Context: an optimization exercise on an open-source flow, tuned for small area, a short achievable clock period and few clock cycles. The choices shown serve that exercise and are no tape-out recipe.
Only simulation tests tie the RTL to the original design; equivalence was not proved.

<file path="design/flow/run.sh">
#!/bin/bash
# synth_recipe.tcl (not shown) runs the flow's synth.tcl, then flattens the netlist and writes it again
# the make line also repeats each setting of config.mk as NAME=value (left out here)
make -C /OpenROAD-flow-scripts/flow DESIGN_CONFIG=/design/flow/config.mk WORK_HOME=/design/flow/orfs CLKGATE_MAP_FILE= SYNTH_SCRIPT=/design/flow/synth_recipe.tcl finish
</file>
<file path="design/flow/config.mk">
export PLATFORM = sky130hd
export DESIGN_NAME = Milestone_1
export DESIGN_NICKNAME = Milestone_1
export VERILOG_FILES = /design/flow/design.v
export SDC_FILE = /design/flow/constraint.sdc
export NUM_CORES = 4
export LEC_CHECK = 0
export ABC_CLOCK_PERIOD_IN_PS = 4500
export CAP_MARGIN = 20
export CORE_MARGIN = 2
export CORE_UTILIZATION = 40
export SETUP_SLACK_MARGIN = 5
export SLEW_MARGIN = 20
</file>
<file path="design/flow/constraint.sdc">
create_clock -name core_clock -period 11.0 [get_ports {Clock}]
set_input_delay 2.2000 -clock core_clock [delete_from_list [all_inputs] [get_ports {Clock}]]
set_output_delay 2.2000 -clock core_clock [all_outputs]
set_load 0.01 [all_outputs]
</file>
<file path="design/flow/design.v">
`timescale 1ns/100ps
`default_nettype none
module Milestone_1 (
	input  logic            Clock,
	input  logic            resetn,
	input  logic            start,
	input  logic   [15:0]   SRAM_read_data,
	output logic   [17:0]   SRAM_address,
	output logic   [15:0]   SRAM_write_data,
	output logic            SRAM_we_n,
	output logic            stop
);
localparam [17:0] U_BASE = 18'd38400;
localparam [17:0] V_BASE = 18'd57600;
localparam [17:0] RGB_BASE = 18'd146944;
logic        run;
logic [3:0]  ph;
logic [6:0]  m;
logic [15:0] ycnt;
logic [17:0] waddr;
logic [15:0] yreg;
logic [7:0]  uw [0:5];
logic [7:0]  vw [0:5];
logic [7:0]  ulo, vlo;
logic [8:0]  opu, opv;
logic        negu, negv;
logic [7:0]  bhold;
logic [3:0] nph;
logic [6:0] nm;
logic       row_end, last_row;
assign row_end  = (ph == 4'd3) && (m == 7'd81);
assign last_row = (ycnt == 16'd38400);
always_comb begin
	if (ph == 4'd9) begin
		nph = 4'd0;
		nm  = m + 7'd1;
	end else if (row_end) begin
		nph = 4'd8;
		nm  = 7'd0;
	end else begin
		nph = ph + 4'd1;
		nm  = m;
	end
end
logic        n_rd_y, n_wr, n_rd_uv;
logic [17:0] uv_addr;
logic [1:0]  uv_off;
logic        uv_isv;
always_comb begin
	n_rd_y  = 1'b0;
	n_wr    = 1'b0;
	n_rd_uv = 1'b0;
	uv_off  = 2'd0;
	uv_isv  = 1'b0;
	case (nph)
		4'd0: begin
			if (nm == 7'd1) begin n_rd_uv = 1'b1; uv_isv = 1'b1; uv_off = 2'd0; end
			else n_rd_y = (nm <= 7'd80);
		end
		4'd1: begin
			if (nm == 7'd1) begin n_rd_uv = 1'b1; uv_isv = 1'b1; uv_off = 2'd1; end
			else n_wr = 1'b1;
		end
		4'd2: begin
			if (nm == 7'd1) n_rd_y = 1'b1;
			else n_wr = 1'b1;
		end
		4'd3: n_wr = (nm != 7'd1);
		4'd4: begin n_rd_uv = (nm <= 7'd78); uv_isv = 1'b0; uv_off = 2'd2; end
		4'd5: begin n_rd_uv = (nm <= 7'd78); uv_isv = 1'b1; uv_off = 2'd2; end
		4'd6: n_rd_y = 1'b1;
		4'd7: n_wr = 1'b1;
		4'd8: begin
			if (nm == 7'd0) begin n_rd_uv = 1'b1; uv_isv = 1'b0; uv_off = 2'd0; end
			else n_wr = 1'b1;
		end
		4'd9: begin
			if (nm == 7'd0) begin n_rd_uv = 1'b1; uv_isv = 1'b0; uv_off = 2'd1; end
			else n_wr = 1'b1;
		end
		default: ;
	endcase
end
assign uv_addr = {3'd0, ycnt[15:1]} + (uv_isv ? V_BASE : U_BASE) + {16'd0, uv_off};
always_ff @(posedge Clock or negedge resetn) begin
	if (~resetn) begin
		run <= 1'b0;
		stop <= 1'b0;
		ph <= 4'd0;
		m <= 7'd0;
		ycnt <= 16'd0;
		waddr <= RGB_BASE;
		SRAM_address <= 18'd0;
		SRAM_we_n <= 1'b1;
	end else begin
		SRAM_we_n <= 1'b1;
		if (!run) begin
			if (start && !stop) begin
				run <= 1'b1;
				ph <= 4'd8;
				m <= 7'd0;
				SRAM_address <= U_BASE;  
			end
		end else if (row_end && last_row) begin
			run <= 1'b0;
			stop <= 1'b1;
		end else begin
			ph <= nph;
			m <= nm;
			if (n_rd_y) begin
				SRAM_address <= {2'd0, ycnt};
				ycnt <= ycnt + 16'd1;
			end else if (n_wr) begin
				SRAM_address <= waddr;
				waddr <= waddr + 18'd1;
				SRAM_we_n <= 1'b0;
			end else if (n_rd_uv) begin
				SRAM_address <= uv_addr;
			end
		end
	end
end
logic c_isel_v, c_tmode, c_tmode2, c_isv2, c_first_i, c_ld_opu, c_ld_opv, c_ld_uadj;
logic c_cap_even, c_first_e, c_wsel_rg, c_wsel_bhr;
always_ff @(posedge Clock) begin
	c_isel_v   <= (nph == 4'd8) || (nph == 4'd4);
	c_tmode    <= (nph == 4'd2) && (nm == 7'd1);
	c_tmode2   <= c_tmode;
	c_ld_uadj  <= c_tmode;
	c_isv2     <= (nph == 4'd9) || (nph == 4'd5);
	c_first_i  <= (nph == 4'd4 || nph == 4'd5) && (nm == 7'd1);
	c_ld_opu   <= (nph == 4'd8) || (nph == 4'd4);
	c_ld_opv   <= (nph == 4'd9) || (nph == 4'd5);
	c_cap_even <= (nph == 4'd9) || (nph == 4'd5);
	c_first_e  <= (nm == 7'd1);
	c_wsel_rg  <= (nph == 4'd0) || (nph == 4'd6);
	c_wsel_bhr <= (nph == 4'd1) || (nph == 4'd7);
end
logic [7:0] rd_hi, rd_lo;
assign rd_hi = SRAM_read_data[15:8];
assign rd_lo = SRAM_read_data[7:0];
always_ff @(posedge Clock) begin
	if (ph == 4'd8 || (ph == 4'd2 && m != 7'd1) || (ph == 4'd4 && m == 7'd1)) yreg <= SRAM_read_data;
	if (m == 7'd1 && ph == 4'd0) begin
		uw[0] <= rd_hi; uw[1] <= rd_hi; uw[2] <= rd_hi; uw[3] <= rd_lo;
	end else if (m == 7'd1 && ph == 4'd1) begin
		uw[4] <= rd_hi; uw[5] <= rd_lo;
	end else if (ph == 4'd1 || ph == 4'd6) begin
		uw[0] <= uw[1]; uw[1] <= uw[2]; uw[2] <= uw[3]; uw[3] <= uw[4]; uw[4] <= uw[5];
		if (ph == 4'd1) uw[5] <= (m >= 7'd80) ? uw[5] : ulo;
		else            uw[5] <= (m >= 7'd79) ? uw[5] : rd_hi;
	end
	if (ph == 4'd6) ulo <= rd_lo;
	if (m == 7'd1 && ph == 4'd2) begin
		vw[0] <= rd_hi; vw[1] <= rd_hi; vw[2] <= rd_hi; vw[3] <= rd_lo;
	end else if (m == 7'd1 && ph == 4'd3) begin
		vw[4] <= rd_hi; vw[5] <= rd_lo;
	end else if (ph == 4'd1 || ph == 4'd7) begin
		vw[0] <= vw[1]; vw[1] <= vw[2]; vw[2] <= vw[3]; vw[3] <= vw[4]; vw[4] <= vw[5];
		if (ph == 4'd1) vw[5] <= (m >= 7'd80) ? vw[5] : vlo;
		else            vw[5] <= (m >= 7'd79) ? vw[5] : rd_hi;
	end
	if (ph == 4'd7) vlo <= rd_lo;
end
logic        uadj;
logic [7:0]  ia, ib, ic, id, ie, ig;
logic [8:0]  q1, q2, q3, p1m, p2, p3;
logic [18:0] s_core, S;
logic [8:0]  iop;
logic        ineg, p3big;
always_comb begin
	if (c_isel_v) begin
		ia = vw[0]; ib = vw[1]; ic = vw[2]; id = vw[3]; ie = vw[4]; ig = vw[5];
	end else begin
		ia = uw[0]; ib = uw[1]; ic = uw[2]; id = uw[3]; ie = uw[4]; ig = uw[5];
	end
	q1 = {1'b0, ia} + {1'b0, ig};
	q2 = {1'b0, ib} + {1'b0, ie};
	q3 = {1'b0, ic} + {1'b0, id};
end
always_ff @(posedge Clock) begin
	p1m   <= c_tmode ? 9'd0 : q1;
	p2    <= q2;
	p3    <= q3;
	p3big <= (q3 >= 9'd413);
end
	assign s_core = {10'd0, ~p3}
		+ {5'd0, p3, 5'd0}
		+ {3'd0, p3, 7'd0}
		+ {8'd0, ~p2, 2'd0}
		+ {6'd0, p2, 4'd0}
		+ {4'd0, ~p2, 6'd0}
		+ {10'd0, p1m}
		+ {8'd0, p1m, 2'd0}
		+ {6'd0, p1m, 4'd0}
		+ 19'd489029;
assign S = s_core + (c_tmode2 ? 19'd0 : 19'd128);
always_comb begin
	iop  = S[16:8] - 9'd128;
	ineg = S[18];
	if (c_first_i && !c_isv2) begin
		iop[8] = iop[8] ^ uadj;
		ineg = 1'b0;
	end else if (c_first_i && c_isv2 && p3big) begin
		iop[8] = ~iop[8];
		ineg = ~(~S[18] & S[16]);
	end
end
always_ff @(posedge Clock) begin
	if (c_ld_uadj) uadj <= S[18] | S[17] | S[16];
	if (c_ld_opu) begin
		opu  <= iop;
		negu <= ineg;
	end
	if (c_ld_opv) begin
		opv  <= iop;
		negv <= ineg;
	end
end
logic        e_even, e_negu, e_negv, e_first;
logic [7:0]  cy;
logic [24:0] yt_n, yt;
logic [8:0]  xu, xv;
logic [26:0] sr, sg, sb;
logic [7:0]  cr, cg, cb, fr, fg, fb;
always_ff @(posedge Clock) begin
	e_even  <= c_cap_even;
	e_negu  <= negu;
	e_negv  <= negv;
	e_first <= c_first_e;
	yt <= yt_n;
	if (c_cap_even) begin
		xu <= {uw[2][7], ~uw[2][7], uw[2][6:0]};
		xv <= {vw[2][7], ~vw[2][7], vw[2][6:0]};
	end else begin
		xu <= {~opu[8], opu[7:0]};
		xv <= {~opv[8], opv[7:0]};
	end
end
assign cy = c_cap_even ? yreg[15:8] : yreg[7:0];
	assign yt_n = {15'd0, ~cy, 2'd0}
		+ {8'd0, cy, 9'd0}
		+ {6'd0, cy, 11'd0}
		+ {4'd0, cy, 13'd0}
		+ {1'd0, cy, 16'd0}
		+ 25'd33553412;
	assign sr = {2'd0, yt}
		+ {18'd0, ~xv}
		+ {16'd0, xv, 2'd0}
		+ {14'd0, xv, 4'd0}
		+ {11'd0, xv, 7'd0}
		+ {7'd0, ~xv, 11'd0}
		+ {5'd0, xv, 13'd0}
		+ {3'd0, ~xv, 15'd0}
		+ {1'd0, xv, 17'd0}
		+ 27'd88429377;
	assign sg = {2'd0, yt}
		+ {15'd0, xu, 3'd0}
		+ {13'd0, ~xu, 5'd0}
		+ {8'd0, ~xu, 10'd0}
		+ {5'd0, xu, 13'd0}
		+ {3'd0, ~xu, 15'd0}
		+ {18'd0, ~xv}
		+ {13'd0, ~xv, 5'd0}
		+ {6'd0, ~xv, 12'd0}
		+ {4'd0, xv, 14'd0}
		+ {2'd0, ~xv, 16'd0}
		+ 27'd100313985;
	assign sb = {2'd0, yt}
		+ {18'd0, ~xu}
		+ {16'd0, ~xu, 2'd0}
		+ {13'd0, xu, 5'd0}
		+ {11'd0, xu, 7'd0}
		+ {8'd0, xu, 10'd0}
		+ {1'd0, xu, 17'd0}
		+ 27'd99138373;
function automatic [7:0] clip27(input logic [26:0] s);
	clip27 = s[26] ? 8'd0 : (|s[25:24]) ? 8'd255 : s[23:16];
endfunction
always_comb begin
	cr = clip27(sr);
	cg = clip27(sg);
	cb = clip27(sb);
	fr = cr; fg = cg; fb = cb;
	if (!e_even) begin
		if (e_negv) fr = 8'd0;
		if (e_negu) fb = 8'd255;
		if (e_negu) fg = 8'd0;
		else if (e_negv) fg = e_first ? 8'd0 : 8'd255;
	end
end
always_ff @(posedge Clock) begin
	bhold <= fb;
	if (c_wsel_rg)
		SRAM_write_data <= {fr, fg};
	else if (c_wsel_bhr)
		SRAM_write_data <= {bhold, fr};
	else
		SRAM_write_data <= {fg, fb};
end
endmodule
</file>
==> flow_summary_export.csv <==
group,metric,value,unit
logic_synthesis,synth_xor_area_share,3.71,%
worst_setup_path,worst-path-buf-inv,4,
sta,max_slew_margin,28.5,%
finish,layout.cells.non_filler,3352,
finish,nets,3025,
routing,vias_per_cell,5.25,
logic_synthesis,yosysMostFrequentCell,"inv_1",
worst_setup_path,worstReg2RegEnd,"SRAM_write_data[4]",
die,die_x,255,µm
routing,num_vias,17600,
logic_synthesis,yosys.area_share.simple,10.0,%
die,die_y,255,µm
logic_synthesis,netlist_area,25300,µm²
worst_setup_path,cp_top_family,"adder cells",
logic_synthesis,synth-adder-area-share,32.2,%
finish,stdcell_area,28100,µm²
global_routing,grt_pass1_vias,18200,
logic_synthesis,ys_warn_count,3,
worst_setup_path,cpPeakStageDelay,0.60,ns
die,initial_utilization,40.3,%
sta,whs,0.324,ns
logic_synthesis,synth_nets,2979,
logic_synthesis,synth_compound_area_share,10.6,%
logic_synthesis,ys_top_cells_by_count,"352 x inv_1, 326 x ha_1, 261 x nand2_1",
worst_setup_path,path_depth,18,
logic_synthesis,synth_area_per_cell,10.4,µm²
routing,drc_errors,0,
worst_setup_path,crit_arrival,6.13,ns
place,place_ws,4.77,ns
worst_setup_path,r2r_slack,5.36,ns
global_routing,antenna_found_initial,0,
place,gp_congestion,0.902,
min_path,hp-class,"flip-flop to flip-flop",
logic_synthesis,yosysTopAreaCell,"edfxtp_1",
place,portBuffers,54,
logic_synthesis,synth_top_area_share,17.7,%
place,dp_hpwl,49500,µm
worst_setup_path,path_cells,"inv_1, fa_1, inv_1, fa_1, inv_1, fa_1, inv_1, fa_1, ha_1, and3_1, a221oi_1, o31ai_2, o21ai_2, a21oi_1, or4_1, and2_1, o21ai_0, o221a_2",
logic_synthesis,synth_seq_cells,320,
sta,finalMaxSlewViolations,0,
logic_synthesis,synth.area.mux_share,4.54,%
routing,routedWlPerCell,18.6,µm
die,rows,92,
global_routing,grt_start_max_net_pins,67,
sta,fmaxAchievable,177,MHz
routing,initialDrtViolationCount,1211,
die,core-area,62700,µm²
sta,layout_setup_ws,5.36,ns
clock_network,cts.sinks,320,
worst_setup_path,worstSetupPathType,"flip-flop to flip-flop",
sta,fin_crit_sh,51.2,%
sta,finalHoldViolCount,0,
finish,layout-drive-gt1-share,8.02,%
finish,area_delta_synth_final,11.1,%
logic_synthesis,ys_top_cells_by_area,"edfxtp_1 18%, ha_1 16%, fa_1 16%",
sta,final.min_clock_period,5.64,ns
global_routing,grtUsageTotal,19.1,%
worst_setup_path,crit_end,"SRAM_write_data[4]",
sta,fin_skew,0.0128,ns
place,dp.cells,3279,
logic_synthesis,ys_seq_area_share,32.6,%
die,io_pins,55,
sta,tns,0,ns
clock_network,worstSkewPairLatency,0.55,ns
global_routing,grt_pass1_wl,99700,µm
finish,n_antenna_cell,0,
run,maxCapViolations,0,
routing,antenna_left,0,
worst_setup_path,r2r_start,"xu[1]",
logic_synthesis,synth_top_family_by_area,"adder cells",
die,die_area,65300,µm²
worst_setup_path,worstSetupEndpointType,"flip-flop",
run_status,status,"timing/DRC/antenna clean",
sta,rsz0062_at_grt,"no",
clock_network,htreeDepth,2,
worst_setup_path,r2r_cells,18,
place,dpl_cell_area,26700,µm²
clock_network,clk_pin_slew,0.06,ns
routing,wl,62500,µm
logic_synthesis,yosys_most_used_dff,"edfxtp_1",
routing,drt_first_pass_iters,6,
worst_setup_path,startpoint,"xu[1]",
clock_network,cts_tree,"done",
worst_setup_path,cp_max_fo,6,
finish,num-fill-cells,5895,
sta,worst_pin_slew,1.07,ns
global_routing,overflow,0,
clock_network,clock_tree.root_cell,"clkbuf_16",
clock_network,cts_inserted_buffers,37,
worst_setup_path,required,11.49,ns
sta,setup_viol,0,
clock_network,cts_buffer_depth,3,
logic_synthesis,synthCells,2431,
worst_setup_path,cp_slowest_cell,"or4_1",
worst_setup_path,critPathLaunchType,"flip-flop",
logic_synthesis,async_flop_share,20.6,%
logic_synthesis,yosysUniqueCellTypes,85,
logic_synthesis,synth_edf_count,149,
worst min path at each step:
| stage | from | endpoint | slack, ns | depth (start not counted) |
|---|---|---|---|---|
| final | c_first_e | e_first | 0.32 | 0 |
| after global placement | c_first_e | e_first | 0.31 | 0 |
| after CTS | c_first_e | e_first | 0.33 | 0 |
| after floorplan | c_first_e | e_first | 0.31 | 0 |
| after global routing | c_first_e | e_first | 0.34 | 0 |
| after detailed placement | c_first_e | e_first | 0.31 | 0 |
cells in the final DEF, fill, tap and decap left out, drive strengths merged, types with 20 or more instances in the layout:
| cell type | count |
|---|---|
| dfrtp | 59 |
| a21oi | 87 |
| dfxtp | 105 |
| edfxtp | 149 |
| clkbuf | 53 |
| o21ai | 106 |
| ha | 326 |
| nand3 | 33 |
| inv | 353 |
| nor2 | 87 |
| nor3 | 34 |
| clkdlybuf4s50 | 53 |
| fa | 203 |
| xnor2 | 64 |
| mux2i | 28 |
| buf | 20 |
| xor2 | 43 |
| and3 | 21 |
| nand2 | 262 |
| a31oi | 20 |
| a21o | 34 |
| mux2 | 77 |
registers in the layout, indices dropped and copies added (netlist names), 16 cells and up:
signal           cells
uw                  48
vw                  48
yt                  23
SRAM_address        18
waddr               18
SRAM_write_data     16
ycnt                16
yreg                16
cell families after synthesis:
| kind of cell | Yosys count |
|---|---|
| muxes | 105 |
| and+or+nand+nor | 545 |
| DFF | 320 |
| adders and majority gates | 529 |
| AOI/OAI and AO/OA | 407 |
| buffers and inverters | 418 |
| xor gates and xnor gates | 107 |
through the flow:
step / utilization, %
final: 44.8
after CTS: 44.7
after detailed placement: 42.6
after global placement: 42.6
after floorplan: -
after global routing: 44.8
area by class of cell:
class	instances	area, µm²	area share, %
clock inverters	15	148	0.525
multi-input cells	1693	15500	55.2
flip-flops and latches	320	8240	29.3
repair buffers	73	678	2.41
clock buffers	53	1140	4.07
well taps	846	1060	3.77
inverters	352	1330	4.72
layer usage:
layer  GRT usage (%)  routed length, µm
met1            26.4              28600
met2            32.1              30100
met3            2.19               2640
met4            4.61               1200
met5               0                  0
repair_timing:
item                                    CTS  global route
gates resized for setup                   4            12
endpoints found under the setup margin   15            21
hold buffers                              0             0
buffers inserted                          0             5
Testbench counts, summed over its fixed seeds: cycles 773,764.

==> static timing again, ports no longer ideal <==
Ports are ideal in the flow. The routed layout listed here was re-timed in OpenROAD. Step 1: set_driving_cell puts a clkbuf_16 on Clock and a buf_2 on each other input, an assumption about the parent block. Step 2 moves the port delays by t, midway between the first and last clock arrival at a register: inputs arrive t later, outputs are due t later. That takes back most of the time a late clock gives input paths. Three values: no drivers, after step 1, after step 2; two values: the first two.
shift t [ns]: 0.601
setup WS [ns]: 5.365 / 5.365 / 5.365
clock arrival spread, ns: 0.013 / 0.014
After both steps this run still meets setup and hold. The setup slack of this run moves by 0.000 ns with the drivers and by 0.000 ns with both steps.
